From an optimization exercise on the open Yosys and OpenROAD flow, aimed at small area; shortcuts taken in it are not production practice. Only simulation tests tie the RTL to the original design; equivalence was not proved. Power and IR drop assume default switching activity.

## run 1
Design jtag_sba_top, start of the top module:
module jtag_sba_top (
  input  logic        tck_i,
  input  logic        tms_i,
  input  logic        td_i,
  input  logic        trst_ni,
  output logic        td_o,
  output logic        tdo_oe_o,
  output logic        dmi_clear_o,
  output logic        master_req_o,
  output logic [31:0] master_add_o,
  output logic        master_we_o,
  output logic [31:0] master_wdata_o,
  output logic [3:0]  master_be_o,
  input  logic        master_gnt_i,
  input  logic        master_r_valid_i,
  input  logic        master_r_err_i,
  input  logic        master_r_other_err_i,
  input  logic [31:0] master_r_rdata_i
);
==> flow/config.mk <==
export PLATFORM = sky130hd
export DESIGN_NAME = jtag_sba_top
export DESIGN_NICKNAME = jtag_sba_top
export VERILOG_FILES = /design/flow/design.v
export SDC_FILE = /design/flow/constraint.sdc
export NUM_CORES = 4
export LEC_CHECK = 0
export CAP_MARGIN = 0
export CORE_MARGIN = 2
export CORE_UTILIZATION = 40
export PLACE_DENSITY = 0.6
export SLEW_MARGIN = 0
==> flow/constraint.sdc <==
create_clock -name core_clock -period 10.0 [get_ports {tck_i}]
set_input_delay 2.0000 -clock core_clock [delete_from_list [all_inputs] [get_ports {tck_i}]]
set_output_delay 2.0000 -clock core_clock [all_outputs]
set_load 0.01 [all_outputs]
standard.sh (not shown) runs the stock make flow with config.mk's settings and CLKGATE_MAP_FILE= SYNTH_SCRIPT=/design/flow/synth_recipe.tcl, a recipe that flattens the netlist after the stock synthesis.
==> flow/flow/run.sh <==
#!/bin/bash
# The standard ORFS layout, with three changes:
# - ABC maps the logic for area (flow/my_synth.tcl, flow/abc_area.script);
# - ports get the smallest buffer (buf_1) instead of clkdlybuf4s50_1;
# - a leaner clock tree (clkbuf_4 leaves, no dummy loads).
set -euo pipefail
W=$(pwd)
export FLOW_WORK=$W
export FLOW_ABC_SCRIPT=$W/flow/abc_area.script
export BUFFER_PORTS_ARGS="-buffer_cell sky130_fd_sc_hd__buf_1"
export CTS_ARGS="-sink_clustering_enable -repair_clock_nets -dont_use_dummy_load -buf_list sky130_fd_sc_hd__clkbuf_4 -root_buf sky130_fd_sc_hd__clkbuf_8 -sink_clustering_size 10 -sink_clustering_max_diameter 40"
bash standard.sh SYNTH_SCRIPT=$W/flow/my_synth.tcl finish > standard_flow.log 2>&1
==> flow/flow/abc_area.script <==
strash
&get -n
&st
&dch
&nf -R 1000
&put
topo
dnsize
==> flow/flow/my_synth.tcl <==
# The standard flow's synthesis script, with ABC mapping the logic for area instead of
# delay (the clock period leaves ample slack). Registers are mapped before
# ABC runs, so they come out as in the standard synthesis.
proc abc {args} {
  set i [lsearch -exact $args -script]
  if {$i >= 0} {
    set args [lreplace $args [expr {$i + 1}] [expr {$i + 1}] $::env(FLOW_ABC_SCRIPT)]
  }
  yosys abc {*}$args
}
source $::env(FLOW_WORK)/synth_recipe.tcl
Run 1 ended with every stage complete and zero timing, DRC or antenna violations.
### run 1 -> run 2
Settings: swapping 0 for 20 in CAP_MARGIN; swapping 0 for 20 in SLEW_MARGIN.
diff --git a/flow/flow/run.sh b/flow/flow/run.sh
--- a/flow/flow/run.sh
+++ b/flow/flow/run.sh
@@ -11 +11 @@
-export CTS_ARGS="-sink_clustering_enable -repair_clock_nets -dont_use_dummy_load -buf_list sky130_fd_sc_hd__clkbuf_4 -root_buf sky130_fd_sc_hd__clkbuf_8 -sink_clustering_size 10 -sink_clustering_max_diameter 40"
+export CTS_ARGS="-sink_clustering_enable -repair_clock_nets -dont_use_dummy_load -buf_list {sky130_fd_sc_hd__clkbuf_2 sky130_fd_sc_hd__clkbuf_4 sky130_fd_sc_hd__clkbuf_8} -root_buf sky130_fd_sc_hd__clkbuf_8 -sink_clustering_size 10 -sink_clustering_max_diameter 40"
Results
- Run 2 vs. run 1: fraction of the core area covered by cells at the end of the flow went up by 0.96 points.
- The final layout from run 2, which completed every stage, passed the timing, design-rule and antenna checks at the end of the flow.
- NOTE sum of internal, switching and leakage power run 1->run 2 increased by a few percent
- Comparing the two runs side by side, run 2 comes out ahead of run 1 on least setup slack across all paths after layout.
- Reported for run 1 and run 2, count of input and output buffers turned out identical to the last digit.
- The share of final layout cell area taken by non-clock buffers of run 2 exceeds that of run 1 by 0.22 points.
- Run 1 → run 2: area added between synthesis and finish shows an increase of 2.4 points; sequential share of layout area shows a reduction of 1.1 points.
- Fmax delta (run 2 -> run 1): insignificant
- Compared run 1 against run 2; clock latency on the worst-skew pair within noise.
- Between run 2 and run 1, the number of global-route vias before repair does not differ in any meaningful way.
- Of run 1 and run 2, run 1 shows the lower net switching power, with run 2 above it.
Input changes introduced in run 3 (baseline for comparison: run 2):
Settings: a change of PLACE_DENSITY from 0.6 to 0.75; a change of CORE_UTILIZATION from 40 to 65.
diff --git a/flow/flow/run.sh b/flow/flow/run.sh
--- a/flow/flow/run.sh
+++ b/flow/flow/run.sh
@@ -11 +11 @@
-export CTS_ARGS="-sink_clustering_enable -repair_clock_nets -dont_use_dummy_load -buf_list {sky130_fd_sc_hd__clkbuf_2 sky130_fd_sc_hd__clkbuf_4 sky130_fd_sc_hd__clkbuf_8} -root_buf sky130_fd_sc_hd__clkbuf_8 -sink_clustering_size 10 -sink_clustering_max_diameter 40"
+export CTS_ARGS="-sink_clustering_enable -repair_clock_nets -dont_use_dummy_load -buf_list sky130_fd_sc_hd__clkbuf_4 -root_buf sky130_fd_sc_hd__clkbuf_8 -sink_clustering_size 10 -sink_clustering_max_diameter 40"
## What came out
The flow did not stop early for run 3: all stages ran, and the layout cleared the timing, design-rule and antenna checks.
Looking only at met2 routing resource usage after global routing, and setting everything else aside, the higher value of run 3 and run 2 goes to run 3.
In the flow results for run 3 and run 2, the pin slew with the least headroom to its limit is larger on run 2.
Going from run 2 to run 3, final layout net count shrank by about 0.4%; share of the final layout cell area in sequential cells increased by 2.0 points relative to the old numbers; proportion of power drawn by combinational gates increased by 1.3 points relative to the old numbers.


== run A ==
Starting RTL as in the previous note.
==> flow/config.mk <==
export PLATFORM = sky130hd
export DESIGN_NAME = jtag_sba_top
export DESIGN_NICKNAME = jtag_sba_top
export VERILOG_FILES = /design/flow/design.v
export SDC_FILE = /design/flow/constraint.sdc
export NUM_CORES = 4
export LEC_CHECK = 0
export CAP_MARGIN = 0
export CORE_MARGIN = 2
export CORE_UTILIZATION = 40
export GPL_TIMING_DRIVEN = 0
export PLACE_DENSITY = 0.6
export SLEW_MARGIN = 0
==> flow/constraint.sdc <==
create_clock -name core_clock -period 10.0 [get_ports {tck_i}]
set_input_delay 2.0000 -clock core_clock [delete_from_list [all_inputs] [get_ports {tck_i}]]
set_output_delay 2.0000 -clock core_clock [all_outputs]
set_load 0.01 [all_outputs]
==> flow/flow/run.sh <==
#!/bin/bash
# The standard ORFS layout, with three changes:
# - ABC maps the logic for area (flow/my_synth.tcl, flow/abc_area.script);
# - ports get the smallest buffer (buf_1) instead of clkdlybuf4s50_1;
# - a leaner clock tree (clkbuf_4 leaves, no dummy loads).
set -euo pipefail
W=$(pwd)
export FLOW_WORK=$W
export FLOW_ABC_SCRIPT=$W/flow/abc_area.script
export BUFFER_PORTS_ARGS="-buffer_cell sky130_fd_sc_hd__buf_1"
export CTS_ARGS="-sink_clustering_enable -repair_clock_nets -dont_use_dummy_load -buf_list sky130_fd_sc_hd__clkbuf_4 -root_buf sky130_fd_sc_hd__clkbuf_8 -sink_clustering_size 10 -sink_clustering_max_diameter 40"
bash standard.sh SYNTH_SCRIPT=$W/flow/my_synth.tcl finish > standard_flow.log 2>&1
Scripts as last shown in full above: flow/flow/abc_area.script, flow/flow/my_synth.tcl
Run A: no failed stages, no open violations at the end
diff inputs: run A => run B
diff --git a/flow/flow/run.sh b/flow/flow/run.sh
--- a/flow/flow/run.sh
+++ b/flow/flow/run.sh
@@ -11 +11 @@
-export CTS_ARGS="-sink_clustering_enable -repair_clock_nets -dont_use_dummy_load -buf_list sky130_fd_sc_hd__clkbuf_4 -root_buf sky130_fd_sc_hd__clkbuf_8 -sink_clustering_size 10 -sink_clustering_max_diameter 40"
+export CTS_ARGS="-sink_clustering_enable -repair_clock_nets -dont_use_dummy_load -buf_list sky130_fd_sc_hd__clkbuf_4 -root_buf sky130_fd_sc_hd__clkbuf_8 -sink_clustering_size 13 -sink_clustering_max_diameter 35"
diff --git a/flow/config.mk b/flow/config.mk
--- a/flow/config.mk
+++ b/flow/config.mk
@@ -11 +10,0 @@
-export GPL_TIMING_DRIVEN = 0
- Having completed the whole flow, run B delivered a layout that passed the timing, design-rule and antenna checks.
- Logic gate share of total power in run B is 0.6 points below run A.
- Number of instances on the worst hold path came out exactly the same in run A and run B.
- Finished layout cell area, run B vs run A: down slightly
- Looking at clock transition at the registers of the reported paths, run B sits below run A.
- Count of clock-net buffers in the final layout grows by a few percent when moving from run A to run B.
The inputs of run C differ from those of run B as listed below.
diff --git a/flow/flow/run.sh b/flow/flow/run.sh
--- a/flow/flow/run.sh
+++ b/flow/flow/run.sh
@@ -11 +11 @@
-export CTS_ARGS="-sink_clustering_enable -repair_clock_nets -dont_use_dummy_load -buf_list sky130_fd_sc_hd__clkbuf_4 -root_buf sky130_fd_sc_hd__clkbuf_8 -sink_clustering_size 13 -sink_clustering_max_diameter 35"
+export CTS_ARGS="-sink_clustering_enable -repair_clock_nets -dont_use_dummy_load -buf_list sky130_fd_sc_hd__clkbuf_4 -root_buf sky130_fd_sc_hd__clkbuf_8 -sink_clustering_size 10 -sink_clustering_max_diameter 40"
diff --git a/flow/config.mk b/flow/config.mk
--- a/flow/config.mk
+++ b/flow/config.mk
@@ -8 +8 @@
-export CAP_MARGIN = 0
+export CAP_MARGIN = 20
@@ -12 +12 @@
-export SLEW_MARGIN = 0
+export SLEW_MARGIN = 20
==> notes.md <==
Where total power draw is concerned, run B is outperformed by run C. Run B -> run C: number of antenna-violating nets in the routed design delta 0, exact match. Run C vs run B: number of non-clock buffers in the layout up slightly.

-- re-timing with driven ports --
Ports are ideal in the flow. The routed layouts listed here were re-timed in OpenROAD.
Step 1 (the two cells are an assumption about what drives the block):
set clk [get_ports {tck_i}]
set_driving_cell -lib_cell sky130_fd_sc_hd__clkbuf_16 $clk
set_driving_cell -lib_cell sky130_fd_sc_hd__buf_2 [delete_from_list [all_inputs] $clk]
Step 2, shift: input delay + t, output delay - t, t = (earliest + latest rising clock arrival at the registers) / 2. This alone moves slack from input paths to output paths.
a / b / c = no drivers / after step 1 / after step 2; a / b = the first two.
run	t (ns)	slack for setup (ns)	hold slack, ns	worst setup path after step 2
run 1	0.582	1.257 / 1.278 / 0.696	0.348 / 0.348 / 0.348	input to register
run 2	0.587	1.274 / 1.293 / 0.706	0.344 / 0.344 / 0.344	input to register
run 3	0.570	1.204 / 1.222 / 0.653	0.359 / 0.359 / 0.359	input to register
run A	0.582	0.956 / 0.977 / 0.396	0.347 / 0.347 / 0.347	input to register
run B	0.575	1.195 / 1.217 / 0.643	0.348 / 0.348 / 0.348	input to register
run C	0.585	1.260 / 1.280 / 0.695	0.348 / 0.348 / 0.348	input to register
After both steps every run listed still meets setup and hold. For run 2, which loses most, drivers alone change the setup slack by +0.019 ns; drivers and shift together by -0.568 ns.
